Context: an optimization exercise on an open-source flow, tuned for small area. The choices shown serve that exercise and are no tape-out recipe. No run shown here included a check of the RTL's function; only the layout flow was run. Power and IR drop assume default switching activity.

## flow/design.v (module list and top-level ports; edited modules follow where they fit)
// module Ducks_Rom: 1861 lines
// module Ducks_Drawer: 67 lines
// module Gun: 49 lines
// module Shot_Builder: 73 lines
// module RGe: 13 lines
// module Collision_Control: 10 lines
// module RAdd: 14 lines
// module Comparator: 21 lines
// module LfsrTimer: 11 lines
// module CLK_Divider: 15 lines
// module SineWave: 44 lines
// module Control_Drawer: 25 lines
// module VGA_LOGIC: 39 lines
// module Main: 137 lines
module Main(
	input clk,
	input reset,
	input izq,
	input der,
	input fire,
	input reload,
	output [1:0]red_out,
	output [1:0]green_out,
	output [1:0]blue_out,
	output hsync,
	output vsync,
	output reg [7:0]led,
	output shouldFinish,
	output [3:0]data_sound
	);
  // ...
==> flow/run.sh <==
#!/bin/bash
# synth_recipe.tcl (not shown) runs the flow's synth.tcl, then flattens the netlist and writes it again
# the make line also repeats each setting of config.mk as NAME=value (left out here)
make -C /OpenROAD-flow-scripts/flow DESIGN_CONFIG=/design/flow/config.mk WORK_HOME=/design/flow/orfs CLKGATE_MAP_FILE= SYNTH_SCRIPT=/design/flow/synth_recipe.tcl finish
==> flow/config.mk <==
export PLATFORM = sky130hd
export DESIGN_NAME = Main
export DESIGN_NICKNAME = Main
export VERILOG_FILES = /design/flow/design.v
export SDC_FILE = /design/flow/constraint.sdc
export NUM_CORES = 4
export LEC_CHECK = 0
export CAP_MARGIN = 20
export CORE_MARGIN = 2
export CORE_UTILIZATION = 40
export CTS_BUF_LIST = sky130_fd_sc_hd__clkbuf_4
export SLEW_MARGIN = 20
export SYNTH_MEMORY_MAX_BITS = 16384
==> flow/constraint.sdc <==
create_clock -name core_clock -period 20.0 [get_ports {clk}]
set_input_delay 4.0000 -clock core_clock [delete_from_list [all_inputs] [get_ports {clk}]]
set_output_delay 4.0000 -clock core_clock [all_outputs]
set_load 0.01 [all_outputs]
==> flow_summary.ini, run 1 <==
[route]
ant_nets = 0
drt_iter0_markers = 4074

[die]
floorplan.initialDensity_pct = 40.4
dieArea_sq_mm = 0.0987

[clock_tree]
cts_tree = done
cts.sinks = 513

[synthesis]
synth_top_area_share_pct = 20.0
yosysWarningCount = 26
synth_top_area_cell = edfxtp_1

[power_and_ir_drop]
power_frac_clock_pct = 38.5
p_switching_mw = 0.831
power_leader = sequential cells
pwr-share-seq_pct = 43.8

[grt]
grt_start_max_net_pins = 148
antenna_found_initial = 5
grt_pass1_wl_mm = 191
grt_pass1_vias = 32200

[placed_design]
dp.cells = 5464

[layout]
mostFrequentLayoutCell = nor2_1
seqCellArea_sq_mm = 0.0128
n_all_buffers = 108
seq_share_pct = 30.5
multiInputGateArea_sq_mm = 0.0234

[setup_path]
worstSetupPathType = register to register
path_max_fanout = 12
slowest_delay_ps = 670
cp.depth = 37

[outcome]
outcome = timing/DRC/antenna clean

[timing]
slew_headroom_pct = 15.9

[min_path]
min_from = SB.draw
==> module Ducks_Drawer, before the edit <==
module Ducks_Drawer(
	input clk,
	input en,
	input reset,
	input collision,
	input tickX,
	input tickY,
	input flipY,
	input [10:0] sv,       
	input [10:0] svm40,    
	input [11:0] h,        
	input [11:0] hm46,     
	output reg [11:0] address,    
	output reg draw,
	output signed [10:0] nxt_x,    
	output signed [9:0] nxt_y
	);
	parameter
		initial_posY = 10'sd150,
		initial_posX = 11'sd594,
		start_down = 1;
	reg signed [10:0] pos_x;
	reg signed [9:0] pos_y;
	reg down;           
	reg shouldStop;
	wire down_n = down ^ (tickY & (flipY ^ shouldStop));
	wire [9:0] py_n;
	RAdd #(10) ay(pos_y, tickY ? {{9{~down_n}}, 1'b1} : 10'd0, 1'b0, py_n);
	wire stop_n = (tickY ? 1'b0 : shouldStop) | ($signed(py_n) >= 10'sd200) | ($signed(py_n) <= -10'sd40);
	wire [10:0] px_d;
	RAdd #(11) ax(pos_x, {11{tickX}}, 1'b0, px_d);
	wire [10:0] px_n = ($signed(px_d) < -11'sd46 || collision) ? 11'sd640 : px_d;
	wire ge_y0, ge_y1, ge_x0, ge_x1;
	RGe #(11) cy0(sv, {py_n[9], py_n}, ge_y0);                
	RGe #(11) cy1(svm40, {py_n[9], py_n}, ge_y1);             
	RGe #(12) cx0(h, {px_n[10], px_n}, ge_x0);                
	RGe #(12) cx1(hm46, {px_n[10], px_n}, ge_x1);             
	wire inY = ge_y0 & ~ge_y1;
	wire inX = ge_x0 & ~ge_x1;
	wire [5:0] row = address[11:6];
	wire [5:0] col = address[5:0];
	wire wrap = (row == 6'd44) && (col == 6'd23);
	wire eol = (col == 6'd45);
	wire [5:0] row_i, col_i;
	RAdd #(6) ar(row, 6'd0, eol, row_i);
	RAdd #(6) ac(col, 6'd0, 1'b1, col_i);
	wire [11:0] addr_i = !inX ? address : wrap ? 12'd0 : {row_i, eol ? 6'd0 : col_i};
	assign nxt_x = !en ? pos_x : reset ? initial_posX : px_n;
	assign nxt_y = !en ? pos_y : reset ? initial_posY : py_n;
	always @(posedge clk) begin
		pos_x <= nxt_x;
		pos_y <= nxt_y;
		if (en) begin
			if (reset) begin
				address <= 12'd0;
				draw <= 1'b0;
				down <= start_down;
				shouldStop <= 1'b0;
			end else begin
				down <= down_n;
				shouldStop <= stop_n;
				draw <= inY & inX;
				address <= inY ? addr_i : 12'd0;
			end
		end
	end
endmodule
==> module Shot_Builder, before the edit <==
module Shot_Builder(
	input clk,
	input en,
	input fire,
	input reset,
	input tick,
	input [9:0] pos_x,
	input [10:0] h,       
	input [10:0] hm8,     
	input [10:0] sv,      
	input [10:0] svm10,   
	input [2:0] sel_slot,
	output [9:0] sel_y,
	output [9:0] sel_x,
	output reg draw
	);
	reg [2:0] new_address;
	reg instantiate;
	reg shouldInstantiate;
	reg [7:0] valid;
	reg [9:0] Y [0:7];
	reg [9:0] X [0:7];
	wire adv = instantiate && valid[new_address];
	wire [2:0] na = adv ? new_address + 3'd1 : new_address;
	wire launch = !fire && shouldInstantiate;
	assign sel_y = Y[sel_slot];
	assign sel_x = X[sel_slot];
	wire [7:0] in_shot;
	genvar g;
	generate for (g = 0; g < 8; g = g + 1) begin : slot
		wire sel = launch && na == g;
		wire alive = Y[g] != 10'h3f5;    
		wire [9:0] y_d;
		RAdd #(10) ad(Y[g], 10'h3ff, 1'b0, y_d);
		wire gx0, gx1, gy0, gy1;
		RGe #(11) cx0(h, {1'b0, X[g]}, gx0);         
		RGe #(11) cx1(hm8, {1'b0, X[g]}, gx1);       
		RGe #(11) cy0(sv, {Y[g][9], Y[g]}, gy0);     
		RGe #(11) cy1({Y[g][9], Y[g]}, svm10, gy1);  
		assign in_shot[g] = gx0 & ~gx1 & gy0 & gy1;
		always @(posedge clk) if (en) begin
			if (reset) begin
				valid[g] <= 1'b0;
				Y[g] <= 10'h3f5;
				X[g] <= 10'd0;
			end else begin
				if (tick && alive)
					Y[g] <= y_d;
				else if (sel)
					Y[g] <= 10'd424;
				if (tick && !alive)
					valid[g] <= 1'b0;
				else if (sel)
					valid[g] <= 1'b1;
				if (sel)
					X[g] <= pos_x;
			end
		end
	end endgenerate
	always @(posedge clk) if (en) begin
		if (reset) begin
			new_address <= 3'd0;
			instantiate <= 1'b0;
			shouldInstantiate <= 1'b0;
			draw <= 1'b0;
		end else begin
			new_address <= na;
			instantiate <= launch | (instantiate & !adv);
			shouldInstantiate <= fire;
			draw <= |in_shot;
		end
	end
endmodule
==> module Collision_Control, before the edit <==
module Collision_Control(
	input clk,
	input reset,
	output [2:0] next_slot
	);
	reg [2:0] contador;
	assign next_slot = contador + 3'd1;
	always @(posedge clk)
		contador <= reset ? 3'd0 : next_slot;
endmodule
==> module VGA_LOGIC, before the edit <==
module VGA_LOGIC(
	input clk,
	input reset,
	input [5:0]rgb_in,
	input draw,
	output reg [1:0]red_out,
	output reg [1:0]green_out,
	output reg [1:0]blue_out,
	output reg hsync,
	output reg vsync,
	output [9:0]hor_count,
	output [9:0]ver_count
	);
	reg [9:0] hcount;
	reg [9:0] vcount;
	reg [5:0] color;
	assign hor_count = hcount;
	assign ver_count = vcount;
	wire hwrap = (hcount == 10'd799);
	wire vwrap = (vcount == 10'd524);
	wire [9:0] hn = hwrap ? 10'd0 : hcount + 10'd1;
	wire [9:0] vn = hwrap ? (vwrap ? 10'd0 : vcount + 10'd1) : vcount;
	wire vis = (hn < 10'd640) && (vn < 10'd480);
	always @(posedge clk) begin
		vsync <= !(vn >= 10'd490 && vn < 10'd492);
		hsync <= !(hn >= 10'd656 && hn < 10'd752);
		{red_out, green_out, blue_out} <= vis ? color : 6'b0;
		if (reset) begin
			hcount <= 10'd0;
			vcount <= 10'd0;
			color <= 6'b0;
		end else begin
			hcount <= hn;
			vcount <= vn;
			if (vis)
				color <= draw ? rgb_in : (vn < 10'd240) ? 6'b001111 : (vn < 10'd264) ? 6'b001100 : 6'b001000;
		end
	end
endmodule
==> module Main, before the edit <==
module Main(
	input clk,
	input reset,
	input izq,
	input der,
	input fire,
	input reload,
	output [1:0]red_out,
	output [1:0]green_out,
	output [1:0]blue_out,
	output hsync,
	output vsync,
	output reg [7:0]led,
	output shouldFinish,
	output [3:0]data_sound
	);
	wire [9:0] hcount;
	wire [9:0] vcount;
	wire tickY, tick667, tickX3, tickG, tickS;
	LfsrTimer #(.W(14), .TAPS(14'h2015), .SEED(14'h1), .LAST(14'h28d2)) tY(clk, reset, tickY);     
	LfsrTimer #(.W(10), .TAPS(10'h240), .SEED(10'h1), .LAST(10'h252)) tX(clk, reset, tick667);     
	LfsrTimer #(.W(12), .TAPS(12'h829), .SEED(12'h1), .LAST(12'hfa9)) tX3(clk, reset, tickX3);    
	LfsrTimer #(.W(11), .TAPS(11'h500), .SEED(11'h1), .LAST(11'h213)) tG(clk, reset, tickG);      
	LfsrTimer #(.W(11), .TAPS(11'h500), .SEED(11'h1), .LAST(11'h674)) tS(clk, reset, tickS);      
	reg [4:0] contI;      
	reg [1:0] m3, m4;     
	reg [5:0] c40;        
	reg [4:0] segs;
	wire flipY = tickY && (contI == 5'd29);
	wire tickX1 = tick667 && (m3 == 2'd2);
	wire tickX4 = tick667 && (m4 == 2'd3);
	wire sec = tickS && (c40 == 6'd39);
	assign shouldFinish = (segs == 5'd30);
	wire en = !shouldFinish;
	always @(posedge clk) begin
		if (reset) begin
			contI <= 5'd0;
			m3 <= 2'd0;
			m4 <= 2'd0;
			c40 <= 6'd0;
			segs <= 5'd0;
		end else begin
			if (tickY)
				contI <= flipY ? 5'd0 : contI + 5'd1;
			if (tick667) begin
				m3 <= (m3 == 2'd2) ? 2'd0 : m3 + 2'd1;
				m4 <= m4 + 2'd1;
			end
			if (tickS)
				c40 <= sec ? 6'd0 : c40 + 6'd1;
			if (sec && segs < 5'd30)
				segs <= segs + 5'd1;
		end
	end
	wire [10:0] sv = {vcount[9], vcount};
	wire [10:0] svm40 = sv - 11'd40;
	wire [10:0] svm10 = sv - 11'd10;
	wire [10:0] h11 = {1'b0, hcount};
	wire [10:0] hm8 = h11 - 11'd8;
	wire [11:0] h12 = {2'b00, hcount};
	wire [11:0] hm46 = h12 - 12'd46;
	wire collision1, collision2, collision3, collision4;
	wire draw1, draw2, draw3, draw4;
	wire [11:0] addr1, addr2, addr3, addr4;    
	wire [10:0] nx1, nx2, nx3, nx4;
	wire [9:0] ny1, ny2, ny3, ny4;
	Ducks_Drawer #(.initial_posY(10'sd0),   .initial_posX(-11'sd100), .start_down(1))
		DD (clk, en, reset, collision1, tickX1, tickY, 1'b0, sv, svm40, h12, hm46, addr1, draw1, nx1, ny1);
	Ducks_Drawer #(.initial_posY(10'sd180), .initial_posX(-11'sd200), .start_down(0))
		DD2(clk, en, reset, collision2, tickX1, tickY, 1'b0, sv, svm40, h12, hm46, addr2, draw2, nx2, ny2);
	Ducks_Drawer #(.initial_posY(10'sd110), .initial_posX(-11'sd50),  .start_down(0))
		DD3(clk, en, reset, collision3, tickX3, tickY, flipY, sv, svm40, h12, hm46, addr3, draw3, nx3, ny3);
	Ducks_Drawer #(.initial_posY(10'sd70),  .initial_posX(-11'sd400), .start_down(0))
		DD4(clk, en, reset, collision4, tickX4, tickY, flipY, sv, svm40, h12, hm46, addr4, draw4, nx4, ny4);
	reg [2:0] bullet_counter;
	reg fired;
	wire fire_up = (bullet_counter != 3'd0) && fire;
	always @(posedge clk) begin
		if (reset) begin
			fired <= 1'b0;
			bullet_counter <= 3'd4;
		end else begin
			fired <= fire;
			if (!fire && fired && (reload || bullet_counter != 3'd0))
				bullet_counter <= reload ? 3'd3 : bullet_counter - 3'd1;
			else if (reload)
				bullet_counter <= 3'd4;
		end
	end
	wire gun_data, gun_draw;
	wire [9:0] gun_x;
	Gun g(clk, en, reset, tickG, hcount, vcount, izq, der, bullet_counter, gun_data, gun_draw, gun_x);
	wire [2:0] next_slot;
	Collision_Control CC(clk, reset, next_slot);
	wire [9:0] bullet_y, bullet_x;
	wire shot_draw;
	Shot_Builder SB(clk, en, fire_up, reset, tickS, gun_x, h11, hm8, sv, svm10,
		next_slot, bullet_y, bullet_x, shot_draw);
	Comparator C (clk, nx1, ny1, bullet_y, bullet_x, collision1);
	Comparator C2(clk, nx2, ny2, bullet_y, bullet_x, collision2);
	Comparator C3(clk, nx3, ny3, bullet_y, bullet_x, collision3);
	Comparator C4(clk, nx4, ny4, bullet_y, bullet_x, collision4);
	wire collisions = collision1 | collision2 | collision3 | collision4;
	reg hasCollisioned;
	always @(posedge clk) begin
		if (reset) begin
			hasCollisioned <= 1'b0;
			led <= 8'd0;
		end else begin
			hasCollisioned <= collisions;
			if (!collisions && hasCollisioned)
				led <= led + 8'd1;
		end
	end
	wire clk_c, clk_g;
	CLK_Divider #(.W(11), .TAPS(11'h500), .SEED(11'h1), .LAST(11'h580)) clk_div_c(.clk(clk), .reset(reset), .clk1hz(clk_c));
	CLK_Divider #(.W(10), .TAPS(10'h240), .SEED(10'h1), .LAST(10'h27d)) clk_div_g(.clk(clk), .reset(reset), .clk1hz(clk_g));
	reg [4:0] address_sineWave;
	reg temp, temp_q;
	always @(posedge clk) begin
		temp_q <= temp;
		if (reset)
			address_sineWave <= 5'd0;
		else if (temp && !temp_q)
			address_sineWave <= address_sineWave + 5'd1;
		if (reset)
			temp <= 1'b0;
		else
			temp <= collisions ? clk_g : fire_up ? clk_c : 1'b0;
	end
	SineWave rom(address_sineWave, data_sound);
	wire draw;
	wire [5:0] data;
	Control_Drawer CD(clk, draw1, draw2, draw3, draw4, gun_draw, shot_draw,
		addr1, addr2, addr3, addr4, gun_data, data, draw);
	VGA_LOGIC vga(clk, reset, data, draw, red_out, green_out, blue_out, hsync, vsync, hcount, vcount);
endmodule
==> inputs of run 2 (changes only) <==
--- a/flow/design.v
+++ b/flow/design.v
@@ -1870,9 +1870,7 @@
 	input tickY,
 	input flipY,
 	input [10:0] sv,       
-	input [10:0] svm40,    
 	input [11:0] h,        
-	input [11:0] hm46,     
 	output reg [11:0] address,    
 	output reg draw,
 	output signed [10:0] nxt_x,    
@@ -1891,15 +1889,14 @@
 	RAdd #(10) ay(pos_y, tickY ? {{9{~down_n}}, 1'b1} : 10'd0, 1'b0, py_n);
 	wire stop_n = (tickY ? 1'b0 : shouldStop) | ($signed(py_n) >= 10'sd200) | ($signed(py_n) <= -10'sd40);
 	wire [10:0] px_d;
-	RAdd #(11) ax(pos_x, {11{tickX}}, 1'b0, px_d);
+	RDec #(11) ax(pos_x, tickX, px_d);
 	wire [10:0] px_n = ($signed(px_d) < -11'sd46 || collision) ? 11'sd640 : px_d;
-	wire ge_y0, ge_y1, ge_x0, ge_x1;
-	RGe #(11) cy0(sv, {py_n[9], py_n}, ge_y0);                
-	RGe #(11) cy1(svm40, {py_n[9], py_n}, ge_y1);             
-	RGe #(12) cx0(h, {px_n[10], px_n}, ge_x0);                
-	RGe #(12) cx1(hm46, {px_n[10], px_n}, ge_x1);             
-	wire inY = ge_y0 & ~ge_y1;
-	wire inX = ge_x0 & ~ge_x1;
+	wire [10:0] dy;
+	wire [11:0] dx;
+	RAdd #(11) sy(sv, ~{py_n[9], py_n}, 1'b1, dy);     
+	RAdd #(12) sx(h, ~{px_n[10], px_n}, 1'b1, dx);      
+	wire inY = !dy[10] && dy < 11'd40;
+	wire inX = !dx[11] && dx < 12'd46;
 	wire [5:0] row = address[11:6];
 	wire [5:0] col = address[5:0];
 	wire wrap = (row == 6'd44) && (col == 6'd23);
@@ -1986,70 +1983,84 @@
 	input reset,
 	input tick,
 	input [9:0] pos_x,
-	input [10:0] h,       
-	input [10:0] hm8,     
-	input [10:0] sv,      
-	input [10:0] svm10,   
-	input [2:0] sel_slot,
+	input [9:0] hcount,
+	input [9:0] vcount,
+	input [9:0] vnext,      
 	output [9:0] sel_y,
 	output [9:0] sel_x,
 	output reg draw
 	);
-	reg [2:0] new_address;
+	reg [2:0] new_place;    
 	reg instantiate;
 	reg shouldInstantiate;
 	reg [7:0] valid;
 	reg [9:0] Y [0:7];
 	reg [9:0] X [0:7];
-	wire adv = instantiate && valid[new_address];
-	wire [2:0] na = adv ? new_address + 3'd1 : new_address;
+	reg [7:0] f0, f1;
+	wire adv = instantiate && valid[new_place];
+	wire [2:0] place_n = adv ? new_place : new_place - 3'd1;    
 	wire launch = !fire && shouldInstantiate;
-	assign sel_y = Y[sel_slot];
-	assign sel_x = X[sel_slot];
+	assign sel_y = Y[0];
+	assign sel_x = X[0];
+	wire n0 = vnext >= 10'd424 && vnext <= 10'd434;
+	wire n1 = vnext >= 10'd423 && vnext <= 10'd433;
+	wire [9:0] y0n;
+	wire [10:0] d0;
+	RAdd #(11) ad0({vnext[9], vnext}, ~{y0n[9], y0n}, 1'b1, d0);    
+	wire r0 = !d0[10] && d0 <= 11'd10;                           
+	wire r1 = (d0 == 11'h7ff) || (!d0[10] && d0 <= 11'd9);       
 	wire [7:0] in_shot;
 	genvar g;
 	generate for (g = 0; g < 8; g = g + 1) begin : slot
-		wire sel = launch && na == g;
-		wire alive = Y[g] != 10'h3f5;    
+		localparam integer N = (g + 1) % 8;    
+		wire [9:0] y = Y[N];
+		wire [9:0] x = X[N];
+		wire v = valid[N];
+		wire a0 = f0[N], a1 = f1[N];
+		wire sel = launch && place_n == g;
+		wire alive = y != 10'h3f5;    
 		wire [9:0] y_d;
-		RAdd #(10) ad(Y[g], 10'h3ff, 1'b0, y_d);
-		wire gx0, gx1, gy0, gy1;
-		RGe #(11) cx0(h, {1'b0, X[g]}, gx0);         
-		RGe #(11) cx1(hm8, {1'b0, X[g]}, gx1);       
-		RGe #(11) cy0(sv, {Y[g][9], Y[g]}, gy0);     
-		RGe #(11) cy1({Y[g][9], Y[g]}, svm10, gy1);  
-		assign in_shot[g] = gx0 & ~gx1 & gy0 & gy1;
-		always @(posedge clk) if (en) begin
-			if (reset) begin
+		RDec #(10) ad(y, 1'b1, y_d);
+		wire [9:0] yn = (en && reset) ? 10'h3f5 : (en && tick && alive) ? y_d : (en && sel) ? 10'd424 : y;
+		wire b0 = (en && reset) ? 1'b0 : (en && tick && alive) ? a1 : (en && sel) ? n0 : a0;
+		wire b1 = (en && reset) ? 1'b0 : (en && tick && alive) ? a1 : (en && sel) ? n1 : a1;
+		if (g == 0) begin : refresh
+			assign y0n = yn;
+		end
+		always @(posedge clk) begin
+			Y[g] <= yn;
+			f0[g] <= (g == 0) ? r0 : b0;
+			f1[g] <= (g == 0) ? r1 : b1;
+			if (en && reset) begin
 				valid[g] <= 1'b0;
-				Y[g] <= 10'h3f5;
 				X[g] <= 10'd0;
+			end else if (en) begin
+				valid[g] <= (tick && !alive) ? 1'b0 : sel | v;
+				X[g] <= sel ? pos_x : x;
 			end else begin
-				if (tick && alive)
-					Y[g] <= y_d;
-				else if (sel)
-					Y[g] <= 10'd424;
-				if (tick && !alive)
-					valid[g] <= 1'b0;
-				else if (sel)
-					valid[g] <= 1'b1;
-				if (sel)
-					X[g] <= pos_x;
+				valid[g] <= v;
+				X[g] <= x;
 			end
 		end
+		wire [9:0] Xc = X[g];
+		wire [10:0] dx;
+		RAdd #(11) sx({1'b0, hcount}, ~{1'b0, Xc}, 1'b1, dx);    
+		wire inX = !dx[10] && dx[9:3] == 7'd0;
+		assign in_shot[g] = inX & f0[g];
 	end endgenerate
-	always @(posedge clk) if (en) begin
-		if (reset) begin
-			new_address <= 3'd0;
+	always @(posedge clk) begin
+		if (en && reset) begin
+			new_place <= 3'd7;
 			instantiate <= 1'b0;
 			shouldInstantiate <= 1'b0;
 			draw <= 1'b0;
-		end else begin
-			new_address <= na;
+		end else if (en) begin
+			new_place <= place_n;
 			instantiate <= launch | (instantiate & !adv);
 			shouldInstantiate <= fire;
 			draw <= |in_shot;
-		end
+		end else
+			new_place <= new_place - 3'd1;
 	end
 endmodule
 `timescale 1ns / 1ps
@@ -2069,13 +2080,21 @@
 `timescale 1ns / 1ps
 module Collision_Control(
 	input clk,
-	input reset,
-	output [2:0] next_slot
+	input [10:0] nx1, input [9:0] ny1,
+	input [10:0] nx2, input [9:0] ny2,
+	input [10:0] nx3, input [9:0] ny3,
+	input [10:0] nx4, input [9:0] ny4,
+	input [9:0] bullet_y,
+	input [9:0] bullet_x,
+	output collision1,
+	output collision2,
+	output collision3,
+	output collision4
 	);
-	reg [2:0] contador;
-	assign next_slot = contador + 3'd1;
-	always @(posedge clk)
-		contador <= reset ? 3'd0 : next_slot;
+	Comparator C (clk, nx1, ny1, bullet_y, bullet_x, collision1);
+	Comparator C2(clk, nx2, ny2, bullet_y, bullet_x, collision2);
+	Comparator C3(clk, nx3, ny3, bullet_y, bullet_x, collision3);
+	Comparator C4(clk, nx4, ny4, bullet_y, bullet_x, collision4);
 endmodule
 `timescale 1ns / 1ps
 module RAdd #(parameter W = 8) (
@@ -2113,6 +2132,19 @@
 	always @(posedge clk)
 		collision <= (dx_p && dy_p) || ((dx_n || dxz) && (dy_n || dyz));
 endmodule
+module RDec #(parameter W = 8) (
+	input [W-1:0] a,
+	input b,
+	output [W-1:0] s
+	);
+	wire [W:0] c;
+	assign c[0] = b;
+	genvar i;
+	generate for (i = 0; i < W; i = i + 1) begin : bit_
+		assign s[i] = a[i] ^ c[i];
+		assign c[i+1] = c[i] & ~a[i];
+	end endgenerate
+endmodule
 `timescale 1ns / 1ps
 module LfsrTimer #(parameter W = 11, parameter [W-1:0] TAPS = 0,
 		parameter [W-1:0] SEED = 1, parameter [W-1:0] LAST = 0) (
@@ -2223,17 +2255,20 @@
 	output reg hsync,
 	output reg vsync,
 	output [9:0]hor_count,
-	output [9:0]ver_count
+	output [9:0]ver_count,
+	output [9:0]ver_next     
 	);
 	reg [9:0] hcount;
 	reg [9:0] vcount;
 	reg [5:0] color;
 	assign hor_count = hcount;
 	assign ver_count = vcount;
+	assign ver_next = reset ? 10'd0 : vn;
 	wire hwrap = (hcount == 10'd799);
 	wire vwrap = (vcount == 10'd524);
 	wire [9:0] hn = hwrap ? 10'd0 : hcount + 10'd1;
-	wire [9:0] vn = hwrap ? (vwrap ? 10'd0 : vcount + 10'd1) : vcount;
+	wire [9:0] vn;
+	assign vn = hwrap ? (vwrap ? 10'd0 : vcount + 10'd1) : vcount;
 	wire vis = (hn < 10'd640) && (vn < 10'd480);
 	always @(posedge clk) begin
 		vsync <= !(vn >= 10'd490 && vn < 10'd492);
@@ -2270,6 +2305,7 @@
 	);
 	wire [9:0] hcount;
 	wire [9:0] vcount;
+	wire [9:0] vnext;
 	wire tickY, tick667, tickX3, tickG, tickS;
 	LfsrTimer #(.W(14), .TAPS(14'h2015), .SEED(14'h1), .LAST(14'h28d2)) tY(clk, reset, tickY);     
 	LfsrTimer #(.W(10), .TAPS(10'h240), .SEED(10'h1), .LAST(10'h252)) tX(clk, reset, tick667);     
@@ -2307,25 +2343,20 @@
 		end
 	end
 	wire [10:0] sv = {vcount[9], vcount};
-	wire [10:0] svm40 = sv - 11'd40;
-	wire [10:0] svm10 = sv - 11'd10;
-	wire [10:0] h11 = {1'b0, hcount};
-	wire [10:0] hm8 = h11 - 11'd8;
 	wire [11:0] h12 = {2'b00, hcount};
-	wire [11:0] hm46 = h12 - 12'd46;
 	wire collision1, collision2, collision3, collision4;
 	wire draw1, draw2, draw3, draw4;
 	wire [11:0] addr1, addr2, addr3, addr4;    
 	wire [10:0] nx1, nx2, nx3, nx4;
 	wire [9:0] ny1, ny2, ny3, ny4;
 	Ducks_Drawer #(.initial_posY(10'sd0),   .initial_posX(-11'sd100), .start_down(1))
-		DD (clk, en, reset, collision1, tickX1, tickY, 1'b0, sv, svm40, h12, hm46, addr1, draw1, nx1, ny1);
+		DD (clk, en, reset, collision1, tickX1, tickY, 1'b0, sv, h12, addr1, draw1, nx1, ny1);
 	Ducks_Drawer #(.initial_posY(10'sd180), .initial_posX(-11'sd200), .start_down(0))
-		DD2(clk, en, reset, collision2, tickX1, tickY, 1'b0, sv, svm40, h12, hm46, addr2, draw2, nx2, ny2);
+		DD2(clk, en, reset, collision2, tickX1, tickY, 1'b0, sv, h12, addr2, draw2, nx2, ny2);
 	Ducks_Drawer #(.initial_posY(10'sd110), .initial_posX(-11'sd50),  .start_down(0))
-		DD3(clk, en, reset, collision3, tickX3, tickY, flipY, sv, svm40, h12, hm46, addr3, draw3, nx3, ny3);
+		DD3(clk, en, reset, collision3, tickX3, tickY, flipY, sv, h12, addr3, draw3, nx3, ny3);
 	Ducks_Drawer #(.initial_posY(10'sd70),  .initial_posX(-11'sd400), .start_down(0))
-		DD4(clk, en, reset, collision4, tickX4, tickY, flipY, sv, svm40, h12, hm46, addr4, draw4, nx4, ny4);
+		DD4(clk, en, reset, collision4, tickX4, tickY, flipY, sv, h12, addr4, draw4, nx4, ny4);
 	reg [2:0] bullet_counter;
 	reg fired;
 	wire fire_up = (bullet_counter != 3'd0) && fire;
@@ -2344,16 +2375,11 @@
 	wire gun_data, gun_draw;
 	wire [9:0] gun_x;
 	Gun g(clk, en, reset, tickG, hcount, vcount, izq, der, bullet_counter, gun_data, gun_draw, gun_x);
-	wire [2:0] next_slot;
-	Collision_Control CC(clk, reset, next_slot);
 	wire [9:0] bullet_y, bullet_x;
 	wire shot_draw;
-	Shot_Builder SB(clk, en, fire_up, reset, tickS, gun_x, h11, hm8, sv, svm10,
-		next_slot, bullet_y, bullet_x, shot_draw);
-	Comparator C (clk, nx1, ny1, bullet_y, bullet_x, collision1);
-	Comparator C2(clk, nx2, ny2, bullet_y, bullet_x, collision2);
-	Comparator C3(clk, nx3, ny3, bullet_y, bullet_x, collision3);
-	Comparator C4(clk, nx4, ny4, bullet_y, bullet_x, collision4);
+	Shot_Builder SB(clk, en, fire_up, reset, tickS, gun_x, hcount, vcount, vnext, bullet_y, bullet_x, shot_draw);
+	Collision_Control CC(clk, nx1, ny1, nx2, ny2, nx3, ny3, nx4, ny4, bullet_y, bullet_x,
+		collision1, collision2, collision3, collision4);
 	wire collisions = collision1 | collision2 | collision3 | collision4;
 	reg hasCollisioned;
 	always @(posedge clk) begin
@@ -2387,5 +2413,5 @@
 	wire [5:0] data;
 	Control_Drawer CD(clk, draw1, draw2, draw3, draw4, gun_draw, shot_draw,
 		addr1, addr2, addr3, addr4, gun_data, data, draw);
-	VGA_LOGIC vga(clk, reset, data, draw, red_out, green_out, blue_out, hsync, vsync, hcount, vcount);
+	VGA_LOGIC vga(clk, reset, data, draw, red_out, green_out, blue_out, hsync, vsync, hcount, vcount, vnext);
 endmodule
--- a/flow/config.mk
+++ b/flow/config.mk
@@ -8,6 +8,8 @@
 export CAP_MARGIN = 20
 export CORE_MARGIN = 2
 export CORE_UTILIZATION = 40
-export CTS_BUF_LIST = sky130_fd_sc_hd__clkbuf_4
+export CTS_BUF_LIST = sky130_fd_sc_hd__clkbuf_8
+export CTS_CLUSTER_DIAMETER = 50
+export CTS_CLUSTER_SIZE = 20
 export SLEW_MARGIN = 20
 export SYNTH_MEMORY_MAX_BITS = 16384
==> run 2 against run 1 <==
Against the previous run: largest cell class unchanged; flip-flop and latch count grew 12; synthesized area shrank 13%; highest routed layer is now met4; total power shrank 17%; utilization shrank 0.41 points; still clean on timing, DRC and antenna; critical path type unchanged; synthesized cell count shrank 16%; routed wire length shrank 26%; fmax grew 13%.
==> flow_summary.ini, run 2 <==
[die]
rows = 106
core_area_sq_mm = 0.0832
fp.dieH_microns = 293
dieArea_sq_mm = 0.0859
floorplan.initialDensity_pct = 40.2
io_pins = 27
die_w_microns = 293

[placed_design]
port_buffers = 26
gp_congestion = 0.929
dp_hpwl_mm = 64.8
dp.cells = 4630
placed_area_sq_mm = 0.0347

[synthesis]
synthFlopType = dfxtp_1
yosysWarningCount = 23
synth-async-reset-ratio_pct = 0
synth_area_sq_mm = 0.0334
yosysMostFrequentCell = dfxtp_1
synthTopCellsByCount = dfxtp_1, nand2_1, inv_1
synth_top_area_cell = dfxtp_1
ys_seq_area_share_pct = 33.9
synthTopCellsByArea = dfxtp_1, fa_1, ha_1
ys_seq_elements = 525
synth_edf_count = 82
syn_inst = 3638
syn_nets = 4120
syn_area_per_cell_sq_um = 9.19
yosys.cell_types.count = 107
synth_top_area_share_pct = 26.5

[setup_path]
arrival_ps = 10360
cp_slowest_cell = nor3b_1
startpoint_type = register
path_max_fanout = 12
worstPathRequired_ps = 20630
slowest_delay_ps = 730
worstSetupPathType = register to register
end_kind = register
cpMostUsedCell = ha_1

[clock_tree]
insertion_delay_ps = 710
htreeDepth = 3
cts_tree = done
root_buffer = clkbuf_8
ctsHoldBuffers = 0
cts.sinks = 525
cts_buffers = 71
postCtsSetupBuffers = 0
clockBufferDepth = 3
cts_resized = 0
clk_pin_slew_ps = 90

[timing]
fin_tns_setup_ps = 0
holdWs_ps = 374
worstMarginPinSlew_ps = 1060
slew_headroom_pct = 29.6
rsz0062_at_grt = false
fmax_mhz = 103
fin_skew_ps = 69.1
drv_slew = 0
setup_violations = 0
layout_min_cycle_time_ps = 9730
hold_viol = 0
fin_crit_sh_pct = 48.6

[route]
ant_nets = 0
drt_iter0_markers = 2135
wl_mm = 90.8
via_per_inst = 5.46
routedWlPerCell_microns = 19.1
remaining_drc_errors = 0
drt-pass1-iter-count = 8
vias = 26000

[outcome]
outcome = timing/DRC/antenna clean

[power_and_ir_drop]
power.density_mw_per_mm2 = 60.8
p_leak_nw = 15.5
ir_worst_vdd_mv = 0.0535

[layout]
multiInputGateArea_sq_mm = 0.0200
syn2layout_area_growth_pct = 8.81
largestRegisters = SB.X (80), SB.Y (80), tY.s (14)
nFillCells = 8147
seqCellArea_sq_mm = 0.0113
mostFrequentLayoutCell = dfxtp_1
fin_area_sq_mm = 0.0364
nets = 4105
final_cell_mix = dfxtp_1, nand2_1, inv_1, nor2_1, fa_1
drive_gt1_share_pct = 6.33
stdcell_count = 4762

[run]
cap_violations = 0

[min_path]
hp-class = register to register

[grt]
grt_pass1_vias = 25500
grt_pass1_wl_mm = 144
antenna_found_initial = 1
grt_start_max_net_pins = 98
grt_overflow = 0
grt.total_usage_pct = 21.2
[run 2: cell count changes after synthesis, moves of 40 or more]
cell / delta
dfxtp_1: +186
edfxtp_1: -174
o21ai_0: -134
fa_1: +94
nor2_1: -90
maj3_1: -79
nand2_1: +59
nor2b_1: -51
clkbuf_1: -50
a21oi_1: -40
[run 2: critical path, delay by kind of cell, from the launching register on]
kind / cells / cell delay [ps]
compound gates: 6 / 1490
buf+inv: 4 / 240
flops: 1 / 310
fa+ha+maj: 20 / 4870
simple gates: 8 / 2810
[run 2: metrics by stage]
stage          total power, mW  setup slack (ps)  utilization, %
2_1_floorplan             1.21             10580               -
3_3_place_gp              1.25              9980            41.7
3_5_place_dp              1.26              9780            41.7
4_1_cts                   2.24             10230            43.7
5_1_grt                   2.30              9390            43.7
6_report                  2.21             10270            43.7
[run 2: logic make-up after synthesis]
| family | count (synthesis) | share of synthesized area (%) |
|---|---|---|
| simple gates | 1280 | 19.0 |
| compound gates | 660 | 13.0 |
| buf+inv | 546 | 6.51 |
| flops | 525 | 33.9 |
| fa+ha+maj | 488 | 23.6 |
| xor+xnor | 94 | 2.46 |
| mux | 45 | 1.50 |
[run 2: power by group]
group | switching, mW | internal [mW]
Combinational | 0.0820 | 0.0489
Clock | 0.497 | 0.483
Sequential | 0.0158 | 1.09
Total | 0.595 | 1.62
[run 2: area by class of cell]
class	count	area share (%)
clock inverter	57	1.83
timing repair buffer	72	1.66
clock buffer	74	2.80
sequential	525	31.2
multi-input combinational	2567	54.8
antenna	1	0.00688
inverter	386	3.99
tap	1080	3.71
[run 2: worst paths after layout]
check / start / endpoint / slack [ps] / depth (start not counted)
worst max register to register: tX.s[3] / CC.C.collision / 10270 / 38
worst min-delay path: temp / temp_q / 370 / 0
worst max-delay path: tX.s[3] / CC.C.collision / 10270 / 38
worst min register to register: temp / temp_q / 370 / 0
[run 2: routing by layer]
layer  global-route usage, %  routed length, microns
met5                       0                       0
met4                    8.03                    3470
met3                    3.18                    4570
met2                    34.1                   41400
met1                    28.8                   41400
==> inputs of run 3 (changes only) <==
--- a/flow/config.mk
+++ b/flow/config.mk
@@ -8,8 +8,8 @@
 export CAP_MARGIN = 20
 export CORE_MARGIN = 2
 export CORE_UTILIZATION = 40
-export CTS_BUF_LIST = sky130_fd_sc_hd__clkbuf_8
-export CTS_CLUSTER_DIAMETER = 50
-export CTS_CLUSTER_SIZE = 20
+export CTS_BUF_LIST = sky130_fd_sc_hd__clkbuf_16
+export CTS_CLUSTER_DIAMETER = 80
+export CTS_CLUSTER_SIZE = 30
 export SLEW_MARGIN = 20
 export SYNTH_MEMORY_MAX_BITS = 16384
==> run 3 against run 2 <==
Against the previous run: via count down 0.92%; non-clock buffer count unchanged; synthesized area unchanged; largest cell class unchanged; highest routed layer unchanged; critical endpoint unchanged.
==> flow_summary.ini, run 3 <==
[grt]
grt.total_usage_pct = 20.9
grt_start_max_net_pins = 98
grt_pass1_vias = 25200
antenna_found_initial = 0
grt_pass1_wl_mm = 142
grt_overflow = 0

[setup_path]
worstSetupPathType = register to register
arrival_ps = 10330
worstPathRequired_ps = 20500
path_max_fanout = 12
end_kind = register
startpoint_type = register
cp-startpoint = tX.s[3]
cpMostUsedCell = ha_1
cp_slowest_cell = nor3b_1
r2r-start = tX.s[3]
slowest_delay_ps = 740

[layout]
mostFrequentLayoutCell = dfxtp_1
seqCellArea_sq_mm = 0.0113
stdcell_count = 4694
antennaDiodeCount = 0
largestRegisters = SB.X (80), SB.Y (80), tY.s (14)
drive_gt1_share_pct = 4.76
nFillCells = 8165
final_cell_mix = dfxtp_1, nand2_1, inv_1, nor2_1, fa_1
syn2layout_area_growth_pct = 7.68
nets = 4069
multiInputGateArea_sq_mm = 0.0200

[synthesis]
ys_seq_area_share_pct = 33.9
synth_edf_count = 82
synthFlopType = dfxtp_1
yosysWarningCount = 23
synthTopCellsByCount = dfxtp_1, nand2_1, inv_1
synth_top_area_cell = dfxtp_1
yosysMostFrequentCell = dfxtp_1
muxShareOfSynthArea_pct = 1.50
syn_nets = 4120
synth_top_family_by_area = adder cells
synth-async-reset-ratio_pct = 0
synth_simple_gate_area_share_pct = 19.0
yosys.cell_types.count = 107
synth_area_sq_mm = 0.0334
syn_inst = 3638
synth_compound_area_share_pct = 13.0
synth-xor-area-share_pct = 2.46
ys_seq_elements = 525
synth_adder_area_share_pct = 23.6
syn_area_per_cell_sq_um = 9.19
synthTopCellsByArea = dfxtp_1, fa_1, ha_1
synth_top_area_share_pct = 26.5

[outcome]
outcome = timing/DRC/antenna clean

[timing]
layout_min_cycle_time_ps = 9830
fin_crit_sh_pct = 49.2
drv_slew = 0
worstMarginPinSlew_ps = 1090
fin_skew_ps = 68.4
setup_violations = 0
fin_tns_setup_ps = 0
fmax_mhz = 102
rsz0062_at_grt = false
hold_viol = 0
holdWs_ps = 379
slew_headroom_pct = 26.9
setup_slack_ps = 10170

[power_and_ir_drop]
combPwrFrac_pct = 6.3
p_switching_mw = 0.562
switching_share_pct = 27.1
p_leak_nw = 15.3
power_frac_clock_pct = 40.7
pwr-share-seq_pct = 53.0
power.density_mw_per_mm2 = 57.8
ir_worst_vdd_mv = 0.0450
power.internal_mw = 1.52

[clock_tree]
clk_pin_slew_ps = 100
clockBufferDepth = 3
cts_buffers = 35
cts.sinks = 525
insertion_delay_ps = 620
root_buffer = clkbuf_16
cts_resized = 0
htreeDepth = 2
ctsHoldBuffers = 0
cts_tree = done
postCtsSetupBuffers = 0

[placed_design]
port_buffers = 26
gp_congestion = 0.929
dp.cells = 4630
dp_hpwl_mm = 64.8
place_ws_ps = 9780

[die]
dieArea_sq_mm = 0.0859
io_pins = 27
die_w_microns = 293
rows = 106
fp.dieH_microns = 293
core_area_sq_mm = 0.0832
floorplan.initialDensity_pct = 40.2

[min_path]
hp-class = register to register
min_from = temp

[route]
routedWlPerCell_microns = 19.2
drt_iter0_markers = 1923
drt-pass1-iter-count = 6
ant_nets = 0
via_per_inst = 5.48
vias = 25700
wl_mm = 89.9
remaining_drc_errors = 0

[run]
cap_violations = 0
==> run 3: cell counts after synthesis <==
Identical to the previous run, type by type.
==> run 3: worst paths after layout <==
kind                                        to  depth (start not counted)  slack [ps]
worst max-delay path            CC.C.collision                         38       10170
worst max register to register  CC.C.collision                         38       10170
worst min-delay path                    temp_q                          0         380
worst min register to register          temp_q                          0         380
==> run 3: layer usage <==
layer	part of all wire, %	vias up	global-route usage, %
met1	46	12500	28.7
met5	0	-	0
met4	3.6	0	7.45
met2	46	721	34.0
li1	-	12400	-
met3	4.8	178	2.37
==> run 3: power by group through the flow <==
stage	Combinational, mW	Sequential [mW]	Clock [mW]
global placement	0.129	1.13	0
CTS	0.131	1.10	0.867
detailed placement	0.129	1.13	0
floorplan	0.0964	1.12	0
global route	0.149	1.10	0.900
finish	0.131	1.10	0.847
==> run 3: cell type report <==
class                   count  share of cell area (%)
multi-input cells        2567                    55.4
clock buffers              36                    2.50
clock inverters            28                    1.12
inverters                 386                    4.03
well taps                1080                    3.75
flip-flops and latches    525                    31.5
repair buffers             72                    1.68
==> run 3: worst max-delay path: cells and delay by family (launching register included) <==
kind	cells	cell delay (ps)
compound gates	6	1500
fa+ha+maj	20	4870
buf+inv	4	240
flops	1	330
simple gates	8	2790
==> run 3: logic make-up after synthesis <==
kind of cell,after synthesis
AOI/OAI and AO/OA,660
xor gates and xnor gates,94
adders and majority gates,488
buffers and inverters,546
DFF,525
muxes,45
and+or+nand+nor,1280
==> run 3: through the flow <==
stage | power [mW] | utilization (%) | area (sq um)
2_1_floorplan | 1.21 | - | 33400
3_3_place_gp | 1.25 | 41.7 | 34700
3_5_place_dp | 1.26 | 41.7 | 34700
4_1_cts | 2.10 | 43.3 | 36000
5_1_grt | 2.15 | 43.3 | 36000
6_report | 2.08 | 43.3 | 36000

==> static timing again, ports no longer ideal <==
The flow's constraints put no driver on any port. The routed layouts listed below were extracted and timed again, unchanged, in two steps. Step 1 assumes that a clkbuf_16 drives the clock port and a buf_2 every other input. Step 2 adds t to the input delays and takes it off the output delays; t is the mean of the earliest and latest rising clock arrival at the registers after step 1. Input paths then give back, and output paths get back, about the clock's delay inside the block. Three values: no drivers, after step 1, after step 2; two values: the first two.
| run | t (ns) | setup slack, ns | worst register clock-pin slew, ns |
|---|---|---|---|
| run 1 | 1.095 | 9.040 / 9.040 / 8.758 | 0.09 / 0.09 |
| run 2 | 0.740 | 10.274 / 10.274 / 9.617 | 0.11 / 0.11 |
| run 3 | 0.645 | 10.168 / 10.168 / 9.722 | 0.12 / 0.12 |
After both steps setup and hold are still met in every run listed. The setup slack of run 2, which loses most, moves by 0.000 ns with the drivers and by -0.657 ns with both steps.
